Source: an optimization exercise on an open RTL-to-GDS flow (aim: a short achievable clock period and few clock cycles). Production flows keep margins and buffers that such runs may drop. At most, simulation tests tie the RTL to the original design; equivalence was not proved.

// cpu
module cpu(
    input clk,
    input reset,
    output [7:0] imem_addr,
    input [18:0] imem_data,
    output [7:0] dmem_addr,
    output [18:0] dmem_wdata,
    output dmem_we,
    input [18:0] dmem_rdata,
    output rf_we,
    output [2:0] rf_waddr,
    output [18:0] rf_wdata
);
clock: 38.0 ns
lec_check: 0
cap_margin: 20
core_margin: 2
core_utilization: 40
slew_margin: 20
standard.sh (not shown) runs the stock make flow with config.mk's settings and CLKGATE_MAP_FILE= SYNTH_SCRIPT=/design/flow/synth_recipe.tcl, a recipe that flattens the netlist after the stock synthesis.
==> flow/flow/run.sh <==
#!/bin/bash
# The standard layout (the standard.sh), with timing repair asked to leave
# a setup margin, so that it sizes and buffers the critical paths.
set -euo pipefail
bash standard.sh SETUP_SLACK_MARGIN=30.5 TNS_END_PERCENT=100 MATCH_CELL_FOOTPRINT=0 CORE_UTILIZATION=62 finish > standard_flow.log 2>&1
The starting point ran to the end with no violations.
Rerun with:
--- a/flow/design.v
+++ b/flow/design.v
@@ -219,51 +219,45 @@
                 5'd12: d_sel[11] = 1'b1;
                 default: d_sel = 12'd0;
             endcase
         end else if (d_imm || d_call || d_ret) begin
             d_sel[11] = 1'b1;
         end
     end
     integer i;
     always @(posedge clk or posedge reset) begin
         if (reset) begin
+            pc <= 8'd0;
             pcn <= 8'd1;
             ir_valid <= 1'b0;
             sp <= 3'd7;
             rz <= 8'hff;
-            x_we <= 1'b0; x_ld <= 1'b0; x_div <= 1'b0;
+            x_we <= 1'b0; x_ld <= 1'b0; x_st <= 1'b0; x_div <= 1'b0;
             w_oh <= 8'd0;
+            o_we <= 1'b0;
         end else begin
             rz <= rz & ~w_oh;
             w_oh <= x_wr ? (8'd1 << x_rd) : 8'd0;
+            o_we <= x_wr;
+            x_st <= d_st && !stall;
             if (!x_hold) begin
                 x_we <= d_we && !stall;
                 x_ld <= d_ld && !stall;
                 x_div <= d_alu && (f_fn == 5'd3) && !stall;
             end
+            pc <= stall ? pcn - 8'd1 : next_pc;
             if (!stall) begin
                 pcn <= next_pcn;
                 ir_valid <= 1'b1;
                 if (d_call) sp <= sp - 3'd1;
                 else if (d_ret) sp <= sp1;
             end
-        end
-    end
-    always @(posedge clk) begin
-        if (reset) begin
-            pc <= 8'd0;
-            x_st <= 1'b0;
-            o_we <= 1'b0;
-        end else begin
-            pc <= stall ? pcn - 8'd1 : next_pc;
-            x_st <= d_st && !stall;
-            o_we <= x_wr;
         end
     end
     always @(posedge clk) begin
         for (i = 0; i < 8; i = i + 1)
             if (w_oh[i]) rf[i] <= w_data;
         if (x_wr) w_data <= x_out;
         o_rd <= x_rd;
         o_data <= x_out;
         x_imm <= f_imm;
         x_sd <= xb_hit ? x_out : rfb;
Outcome: The changed run produced a clean layout; count of clock-buffer cells in the layout came out lower by 5; via count rose by 11%; global-route usage came out higher by 2.7 points; core utilization drops by 0.74 points; synthesized cell count went up by about 6%; non-clock buffer count rises by 19; routed wire length came out higher by 13%; synthesized area increases by 4.7%.
No functional check of the RTL was part of any run of this note.

* * *

## the reference run
Another version of the RTL of cpu (not shown whole).
Size in the first run: ~6000 cells after synthesis, ~490 flip-flops, roughly 99 I/O pins.
// cpu
module cpu(
    input clk,
    input reset,
    output [7:0] imem_addr,
    input [18:0] imem_data,
    output [7:0] dmem_addr,
    output [18:0] dmem_wdata,
    output dmem_we,
    input [18:0] dmem_rdata,
    output rf_we,
    output [2:0] rf_waddr,
    output [18:0] rf_wdata
);
    localparam [18:0] KEY = 19'b0011001010111010110;
    reg [7:0] pc;           
    reg [7:0] pcn;          
    reg [18:0] ir;
    reg ir_valid;
    reg [7:0] ir_pcp1;
    reg [2:0] sp;
    reg [18:0] rf [0:7];
    reg [7:0] rz;           
    reg x_we, x_ld, x_st, x_div;
    reg [2:0] x_rd;
    reg [7:0] x_imm;
    reg [18:0] x_a, x_b, x_sd;
    reg [11:0] x_sel;       
    reg x_mul;
    reg [7:0] w_oh;         
    reg [18:0] w_data;
    reg o_we;
    reg [2:0] o_rd;
    reg [18:0] o_data;
    assign imem_addr = pc;
    assign dmem_addr = x_imm;
    assign dmem_we = x_st;
    assign dmem_wdata = x_sd;
    assign rf_we = o_we;
    assign rf_waddr = o_rd;
    assign rf_wdata = o_data;
    wire [18:0] a = x_a;
    wire [18:0] b = x_b;
    reg dv_busy;                
    reg [18:0] dv_r, dv_q;
    reg [20:0] dv_a;            
    reg [2:0] dv_i;             
    reg [21:0] dv_m1, dv_m2, dv_m3, dv_m4, dv_m5, dv_m6, dv_m7;
    genvar g;
    wire b_zero = (b == 19'd0);
    wire [21:0] f1 = {3'b0, a} - {3'b0, b};
    wire [21:0] f2 = {3'b0, a} - {2'b0, b, 1'b0};
    wire [21:0] f3 = {3'b0, a} - ({3'b0, b} + {2'b0, b, 1'b0});
    wire [1:0] f_dig = !f3[21] ? 2'd3 : !f2[21] ? 2'd2 : !f1[21] ? 2'd1 : 2'd0;
    wire [18:0] b_any;          
    assign b_any[18] = b[18];
    generate
        for (g = 0; g < 18; g = g + 1) begin : g_bany
            assign b_any[g] = b[g] | b_any[g+1];
        end
    endgenerate
    wire [18:2] a_ok;
    generate
        for (g = 2; g < 19; g = g + 1) begin : g_aok
            assign a_ok[g] = !a[g] || b_any[g-1];
        end
    endgenerate
    wire dv_fast = b_zero || (&a_ok);
    wire [18:0] q_fast = b_zero ? 19'd0 : {17'd0, f_dig};
  ...
==> flow/config.mk <==
export PLATFORM = sky130hd
export DESIGN_NAME = cpu
export DESIGN_NICKNAME = cpu
export VERILOG_FILES = /design/flow/design.v
export SDC_FILE = /design/flow/constraint.sdc
export NUM_CORES = 4
export LEC_CHECK = 0
export CAP_MARGIN = 20
export CORE_MARGIN = 2
export CORE_UTILIZATION = 40
export SLEW_MARGIN = 20
==> flow/constraint.sdc <==
create_clock -name core_clock -period 38.0 [get_ports {clk}]
set_input_delay 7.6000 -clock core_clock [delete_from_list [all_inputs] [get_ports {clk}]]
set_output_delay 7.6000 -clock core_clock [all_outputs]
set_load 0.01 [all_outputs]
Scripts as last shown in full above: flow/flow/run.sh
Both conditions hold for the reference run: the flow ran to the end and the final layout passed the timing, design-rule and antenna checks.
Testbench counts of the reference run, summed over its fixed seeds: cycles 12,057.
Inputs modified between the reference run and the trial run:
diff --git a/flow/design.v b/flow/design.v
--- a/flow/design.v
+++ b/flow/design.v
@@ -179,20 +179,20 @@
     wire [2:0] sp1 = sp + 3'd1;
     wire [2:0] ra = d_ret ? sp1 : f_rs;
     wire [2:0] rb = f_rt;
     wire [18:0] rfa = w_oh[ra] ? w_data : (rz[ra] ? 19'd0 : rf[ra]);
     wire [18:0] rfb = w_oh[rb] ? w_data : (rz[rb] ? 19'd0 : rf[rb]);
     wire xa_hit = x_we && x_rd == ra;
     wire xb_hit = x_we && x_rd == rb;
     wire x_slow = x_ld || x_div || x_mul;
-    assign da = rfa;
-    assign db = rfb;
     wire [18:0] va = xa_hit ? x_fast : rfa;
     wire [18:0] vb = xb_hit ? x_fast : rfb;
+    assign da = va;
+    assign db = vb;
     wire use_a_early = d_beq || d_bne || d_ret;
     wire use_b_early = d_beq || d_bne;
     wire stall = x_hold || (x_slow && ((use_a_early && xa_hit) || (use_b_early && xb_hit)));
     wire eq = (va == vb);
     wire taken = d_jmp || d_call || (d_beq && eq) || (d_bne && !eq);
     wire [7:0] next_pc = d_ret ? va[7:0] : (taken ? f_imm : pcn);
     wire [7:0] next_pcn = d_ret ? va[7:0] + 8'd1 : (taken ? f_imm + 8'd1 : pcn + 8'd1);
     wire d_we = d_alu || d_call || d_ret || d_ld || d_imm;
@@ -221,57 +221,63 @@
             endcase
         end else if (d_imm || d_call || d_ret) begin
             d_sel[11] = 1'b1;
         end
     end
     integer i;
     always @(posedge clk or posedge reset) begin
         if (reset) begin
-            pc <= 8'd0;
             pcn <= 8'd1;
             ir_valid <= 1'b0;
             sp <= 3'd7;
             rz <= 8'hff;
-            x_we <= 1'b0; x_ld <= 1'b0; x_st <= 1'b0; x_div <= 1'b0;
+            x_we <= 1'b0; x_ld <= 1'b0; x_div <= 1'b0;
             w_oh <= 8'd0;
-            o_we <= 1'b0;
         end else begin
             rz <= rz & ~w_oh;
             w_oh <= x_wr ? (8'd1 << x_rd) : 8'd0;
-            o_we <= x_wr;
             if (!x_hold) begin
                 x_we <= d_we && !stall;
                 x_ld <= d_ld && !stall;
-                x_st <= d_st && !stall;
                 x_div <= d_alu && (f_fn == 5'd3) && !stall;
             end
             if (!stall) begin
-                pc <= next_pc;
                 pcn <= next_pcn;
                 ir_valid <= 1'b1;
                 if (d_call) sp <= sp - 3'd1;
                 else if (d_ret) sp <= sp1;
             end
+        end
+    end
+    always @(posedge clk) begin
+        if (reset) begin
+            pc <= 8'd0;
+            x_st <= 1'b0;
+            o_we <= 1'b0;
+        end else begin
+            pc <= stall ? pcn - 8'd1 : next_pc;
+            x_st <= d_st && !stall;
+            o_we <= x_wr;
         end
     end
     always @(posedge clk) begin
         for (i = 0; i < 8; i = i + 1)
             if (w_oh[i]) rf[i] <= w_data;
         if (x_wr) w_data <= x_out;
         o_rd <= x_rd;
         o_data <= x_out;
         x_imm <= f_imm;
         x_sd <= xb_hit ? x_out : rfb;
         if (!x_hold) begin
             x_rd <= d_rd;
             x_a <= xa_hit ? x_out : rfa;
             x_b <= d_useimm ? d_bval : (xb_hit ? x_out : rfb);
             x_sel <= d_sel;
             x_mul <= d_alu && (f_fn == 5'd2);
-            x_pre <= d_alu && (f_fn == 5'd3) && !xa_hit && !xb_hit && (rfb != 19'd0);
+            x_pre <= d_alu && (f_fn == 5'd3) && !(x_slow && (xa_hit || xb_hit)) && (vb != 19'd0);
         end
         if (!stall) begin
             ir <= imem_data;
             ir_pcp1 <= pcn;
         end
     end
 endmodule
--- outcome ---
The trial run went all the way through synthesis, placement and routing and the layout is clean on timing, DRC and antenna.
The higher clock-buffer cell count came out of the reference run.
Against the reference run, the trial run comes in 160 ps higher on worst reg-to-reg setup slack.
The trial run: total non-filler cell area in the finished layout is about 2% higher than what the reference run reported.
The worst setup timing slack at the placement stage number comes out higher for the trial run vs the reference run.
Testbench counts of the trial run, summed over its fixed seeds: cycles 12,033.

-- re-timing with driven ports --
How much do the figures lean on ideal ports? The routed layouts below were timed once more, with nothing changed but the port constraints.
Step 1 sets driving cells, clkbuf_16 on the clock port and buf_2 on the other inputs (assumed; they add their load-dependent delay and slew).
Step 2 adds t to the input delays and takes it off the output delays; t is the mean of the earliest and latest rising clock arrival at the registers after step 1. Input paths then give back, and output paths get back, about the clock's delay inside the block.
Three values: ideal, step 1, step 2; two values: the first two.
run | t, ns | setup WS [ns] | worst setup path after step 2
the first run of note 1 | 0.734 | 29.176 / 29.099 / 28.799 | input to register
the second run of note 1 | 0.714 | 29.152 / 29.072 / 29.216 | input to register
the reference run | 0.721 | 29.188 / 29.111 / 29.191 | input to register
the trial run | 0.710 | 29.220 / 29.144 / 29.110 | input to register
After both steps setup and hold are still met in every run listed. For the first run of note 1, which loses most, drivers alone change the setup slack by -0.077 ns; drivers and shift together by -0.377 ns.
